Background: an optimization exercise with open tools, aiming at small area and a short achievable clock period. Do not read the settings as production practice.
In this exercise RTL edits were held to simulation tests only and were not proved equivalent to the original.

==> exp/ember <==
## lab4_2
module lab4_2( 
              input wire      mode,
              input wire[2:0] opCode,
              input wire[3:0] value,
              input clk,
              input reset,
              output reg[9:0] result,
              output reg cacheFull,
              output reg invalidOp,
              output reg overflow);
		reg[9:0] p0;
		reg[9:0] p1;
		reg[5:0] i;
		reg[5:0] j;
		reg[5:0] size;
		reg[3:0] bits;
		reg[5:0] offset;
		reg[2:0] ops [0:31];
		reg[3:0] vals [0:31];
		always @(posedge clk or posedge reset) begin
			if (reset == 1) begin
				for (j = 0; j < 32; j = j + 1) begin
					ops[j] = 0; vals[j] = 0; i=0; cacheFull = 0;
					size = 0; offset = 0; p0 = 0; p1 = 0; result = 0;
				end
				invalidOp = 0; overflow = 0;
			end else begin
				if (mode == 0) begin  
					overflow = 0;
					if (opCode == 3'b011 || opCode == 3'b111) begin
						invalidOp = 1;
					end else begin
						invalidOp = 0;
						if (size == 32) begin
							cacheFull = 1;
						end else begin
							ops[size[4:0]] = opCode;
							vals[size[4:0]] = value;
							size = size + 1;
						end
					end
				end else begin  
					invalidOp = 0;
					if (ops[i[4:0]] == 3'b000) begin  
  ...
==> module lab4_2, before the edit <==
module lab4_2( 
              input wire      mode,
              input wire[2:0] opCode,
              input wire[3:0] value,
              input clk,
              input reset,
              output reg[9:0] result,
              output reg cacheFull,
              output reg invalidOp,
              output reg overflow);
		reg[9:0] p0;
		reg[9:0] p1;
		reg[5:0] i;
		reg[5:0] j;
		reg[5:0] size;
		reg[3:0] bits;
		reg[5:0] offset;
		reg[2:0] ops [0:31];
		reg[3:0] vals [0:31];
		always @(posedge clk or posedge reset) begin
			if (reset == 1) begin
				for (j = 0; j < 32; j = j + 1) begin
					ops[j] = 0; vals[j] = 0; i=0; cacheFull = 0;
					size = 0; offset = 0; p0 = 0; p1 = 0; result = 0;
				end
				invalidOp = 0; overflow = 0;
			end else begin
				if (mode == 0) begin  
					overflow = 0;
					if (opCode == 3'b011 || opCode == 3'b111) begin
						invalidOp = 1;
					end else begin
						invalidOp = 0;
						if (size == 32) begin
							cacheFull = 1;
						end else begin
							ops[size[4:0]] = opCode;
							vals[size[4:0]] = value;
							size = size + 1;
						end
					end
				end else begin  
					invalidOp = 0;
					if (ops[i[4:0]] == 3'b000) begin  
						result = p0 + vals[i[4:0]];
						if (p0 + vals[i[4:0]] >= 1024) overflow = 1;
						else overflow = 0;
					end else if (ops[i[4:0]] == 3'b001) begin  
						result = p0 + p1 + vals[i[4:0]];
						if (p0 + p1 + vals[i[4:0]] >= 1024) overflow = 1;
						else overflow = 0;
					end else if (ops[i[4:0]] == 3'b010) begin  
						result = p0 * p1 + vals[i[4:0]];
						if (p0 * p1 + vals[i[4:0]] >= 1024) overflow = 1;
						else overflow = 0;
					end else if (ops[i[4:0]] == 3'b100) begin  
						bits = 0;
						for (j = 0; j < 10; j = j + 1) begin
							if (p0[j] == 1) bits = bits + 1;
						end
						result = bits;
						overflow = 0;
					end else if (ops[i[4:0]] == 3'b101) begin  
						for (j = 0; j < 10; j = j + 1) begin
							result[j] = p0[9 - j];
						end
						overflow = 0;
					end else if (ops[i[4:0]] == 3'b110) begin  
						offset = vals[i[4:0]];
					end else begin  
					end
					if (ops[i[4:0]] != 3'b110) begin 
						p1 = p0;
						p0 = result;
					end
					i = i + 1; 
					if (i == size) i = offset;
				end
			end
		end
endmodule
==> flow/config.mk <==
export PLATFORM = sky130hd
export DESIGN_NAME = lab4_2
export DESIGN_NICKNAME = lab4_2
export VERILOG_FILES = /design/flow/design.v
export SDC_FILE = /design/flow/constraint.sdc
export NUM_CORES = 4
export LEC_CHECK = 0
export CAP_MARGIN = 20
export CORE_MARGIN = 2
export CORE_UTILIZATION = 40
export SLEW_MARGIN = 20
==> flow/constraint.sdc <==
create_clock -name core_clock -period 8.0 [get_ports {clk}]
set_input_delay 1.6000 -clock core_clock [delete_from_list [all_inputs] [get_ports {clk}]]
set_output_delay 1.6000 -clock core_clock [all_outputs]
set_load 0.01 [all_outputs]
run.sh (not shown) runs the stock make flow with config.mk's settings and CLKGATE_MAP_FILE= SYNTH_SCRIPT=/design/flow/synth_recipe.tcl, a recipe that flattens the netlist after the stock synthesis.
==> exp/amber: changes against exp/ember <==
==> flow/design.v (replaced) <==
`timescale 1ns / 1ps
module lab4_2( 
              input wire      mode,
              input wire[2:0] opCode,
              input wire[3:0] value,
              input clk,
              input reset,
              output reg[9:0] result,
              output reg cacheFull,
              output reg invalidOp,
              output reg overflow);
	reg [9:0] p1;
	reg [5:0] i;
	reg [5:0] size;
	reg [3:0] offset;
	reg [2:0] ops  [0:31];
	reg [3:0] vals [0:31];
	reg [2:0] op;
	reg [3:0] v;
	wire in_ok   = ~(opCode[1] & opCode[0]);
	wire load_ok = ~mode & in_ok & ~size[5];
	always @(posedge clk) begin
		if (load_ok) begin
			ops[size[4:0]]  <= opCode;
			vals[size[4:0]] <= value;
		end
	end
	wire is_add2 = ~op[2] & op[0];
	wire is_fma  = ~op[2] & op[1];
	wire is_setr = op[2] & op[1];
	wire [11:0] sadd = {2'b00, result} + (is_add2 ? {2'b00, p1} : 12'd0) + {8'd0, v};
	wire [10:0] a11 = {1'b0, result};
	wire [11:0] b12 = {2'b00, p1};
	reg  [10:0] rows [0:5];
	reg  [10:0] negs;
	integer k;
	reg one, two, neg, bm;
	reg [10:0] mg;
	always @(*) begin
		negs = 11'd0;
		for (k = 0; k < 6; k = k + 1) begin
			bm = (k == 0) ? 1'b0 : b12[2*k-1];
			one = b12[2*k] ^ bm;
			two = (b12[2*k+1] & ~b12[2*k] & ~bm) | (~b12[2*k+1] & b12[2*k] & bm);
			neg = b12[2*k+1];
			mg = one ? a11 : two ? {a11[9:0], 1'b0} : 11'd0;
			rows[k] = (mg ^ {11{neg}}) << (2*k);
			negs[2*k] = neg;
		end
	end
	wire [10:0] tf = rows[0] + rows[1] + rows[2] + rows[3] + rows[4] + rows[5] + negs + {7'd0, v};
	reg big;
	integer m;
	always @(*) begin
		big = 1'b0;
		for (m = 1; m < 10; m = m + 1)
			big = big | ((|(result >> m)) & (|(p1 >> (10 - m))));
	end
	reg [3:0] popc;
	integer q;
	always @(*) begin
		popc = 4'd0;
		for (q = 0; q < 10; q = q + 1) popc = popc + result[q];
	end
	wire [9:0] brev = {result[0], result[1], result[2], result[3], result[4],
	                   result[5], result[6], result[7], result[8], result[9]};
	wire [9:0] res_new = op[2] ? (op[0] ? brev : {6'd0, popc}) :
	                     is_fma ? tf[9:0] : sadd[9:0];
	wire       ovf_new = ~op[2] & (is_fma ? (big | tf[10]) : (sadd[11] | sadd[10]));
	wire [3:0] off_new = is_setr ? v : offset;
	wire [5:0] i_inc = i + 6'd1;
	wire [5:0] i_new = (i_inc == size) ? {2'b00, off_new} : i_inc;
	wire       f_valid = size[5] | (i_new[4:0] < size[4:0]);
	wire [2:0] f_op = f_valid ? ops[i_new[4:0]]  : 3'b000;
	wire [3:0] f_v  = f_valid ? vals[i_new[4:0]] : 4'b0000;
	always @(posedge clk or posedge reset) begin
		if (reset) begin
			result <= 10'd0; p1 <= 10'd0; i <= 6'd0; size <= 6'd0; offset <= 4'd0;
			cacheFull <= 1'b0; invalidOp <= 1'b0; overflow <= 1'b0;
			op <= 3'b000; v <= 4'b0000;
		end else if (~mode) begin
			overflow <= 1'b0;
			invalidOp <= ~in_ok;
			if (in_ok) begin
				if (size[5]) cacheFull <= 1'b1;
				else size <= size + 6'd1;
			end
			if (load_ok && i[4:0] == size[4:0]) begin
				op <= opCode;
				v <= value;
			end
		end else begin
			invalidOp <= 1'b0;
			offset <= off_new;
			i <= i_new;
			op <= f_op;
			v <= f_v;
			if (!is_setr) begin
				result <= res_new;
				overflow <= ovf_new;
				p1 <= result;
			end
		end
	end
endmodule
--- a/flow/config.mk
+++ b/flow/config.mk
@@ -9,3 +9,4 @@
 export CORE_MARGIN = 2
 export CORE_UTILIZATION = 40
+export SETUP_SLACK_MARGIN = 3.5
 export SLEW_MARGIN = 20
==> impl_metrics.py <==
metrics = {
    "yosys": {
        "synth_area_leaders": "dfrtp_1, mux2_2, fa_1, ha_1, nand2_1",
        "ys_seq_elements": 275,
        "synth_xor_xnor_area_share": 0.02536,
    },
    "finish": {
        "n_fill_cell": 4520,
        "final_common_cell": "dfrtp_1",
        "multi_input_area_share": 0.5371,
        "final_nets": 2049,
    },
    "worst_setup_path": {
        "crit_fanout": 47,
        "cp_common_cell": "ha_1",
        "critPathBufInv": 2,
        "path_cells": "buf_4 -> nor2b_1 -> a22o_1 -> a22oi_1 -> o21ai_0 -> nor4_1 -> a41oi_1 -> ha_1 -> ha_1 -> fa_1 -> ha_1 -> inv_1 -> fa_1 -> nor2b_1 -> o31a_1 -> o2111ai_1 -> nand3b_1 -> nand2_1 -> a311oi_1 -> nand3_1 -> nor4b_2 -> a311oi_1",
    },
    "outcome": {
        "status": "complete, no violations",
    },
    "die": {
        "fp.coreArea_sq_um": 47850,
    },
    "sta": {
        "timing.slew.headroom": 0.2272,
    },
    "detailed_routing": {
        "drt_iter0_markers": 1532,
    },
}
The numbers above come from exp/ember.

==> impl_metrics.py <==
metrics = {
    "finish": {
        "final_common_cell": "edfxtp_1",
        "multi_input_area_share": 0.3794,
        "final_nets": 1342,
        "stdcell_count": 1744,
        "layout-drive-gt1-share": 0.1160,
        "n_fill_cell": 3305,
    },
    "detailed_routing": {
        "vias": 10090,
        "drt_iter0_markers": 942,
    },
    "worst_setup_path": {
        "cp_common_cell": "xnor2_1",
        "critPathBufInv": 1,
        "path_cells": "inv_1 -> o21ai_0 -> a211oi_1 -> a21oi_1 -> fa_1 -> fa_1 -> fa_1 -> xor2_1 -> xnor2_1 -> xnor2_1 -> xnor2_1 -> xnor2_1 -> xnor2_1 -> a211oi_1",
    },
    "yosys": {
        "synth_xor_xnor_area_share": 0.04189,
        "yosysMostFrequentCell": "edfxtp_1",
    },
    "outcome": {
        "status": "complete, no violations",
    },
    "die": {
        "placementRows": 70,
    },
    "sta": {
        "timing.slew.headroom": 0.3800,
    },
}
The numbers above come from exp/amber.

[separate check: timing with driven ports]
Ports are ideal in the flow. The routed layouts listed here were re-timed in OpenROAD.
Step 1, drivers: a clkbuf_16 drives clk and a buf_2 each remaining input, both assumed.
Step 2 times the ports against the registers' clock, not the clock port: input delays grow and output delays shrink by t, the midpoint of the rising clock arrivals with the driver on.
a / b / c = ideal ports / drivers / drivers and shift; a / b = the first two.
run	t, ns	slack for setup (ns)	worst setup path after step 2	worst data-port slew with drivers (ns)
exp/ember	0.646	1.159 / 1.159 / 1.159	register to register	0.03
exp/amber	0.621	3.766 / 3.766 / 3.223	input to register	0.05
After both steps setup and hold are still met in every run listed. For exp/amber, which loses most, drivers alone change the setup slack by 0.000 ns; drivers and shift together by -0.543 ns.
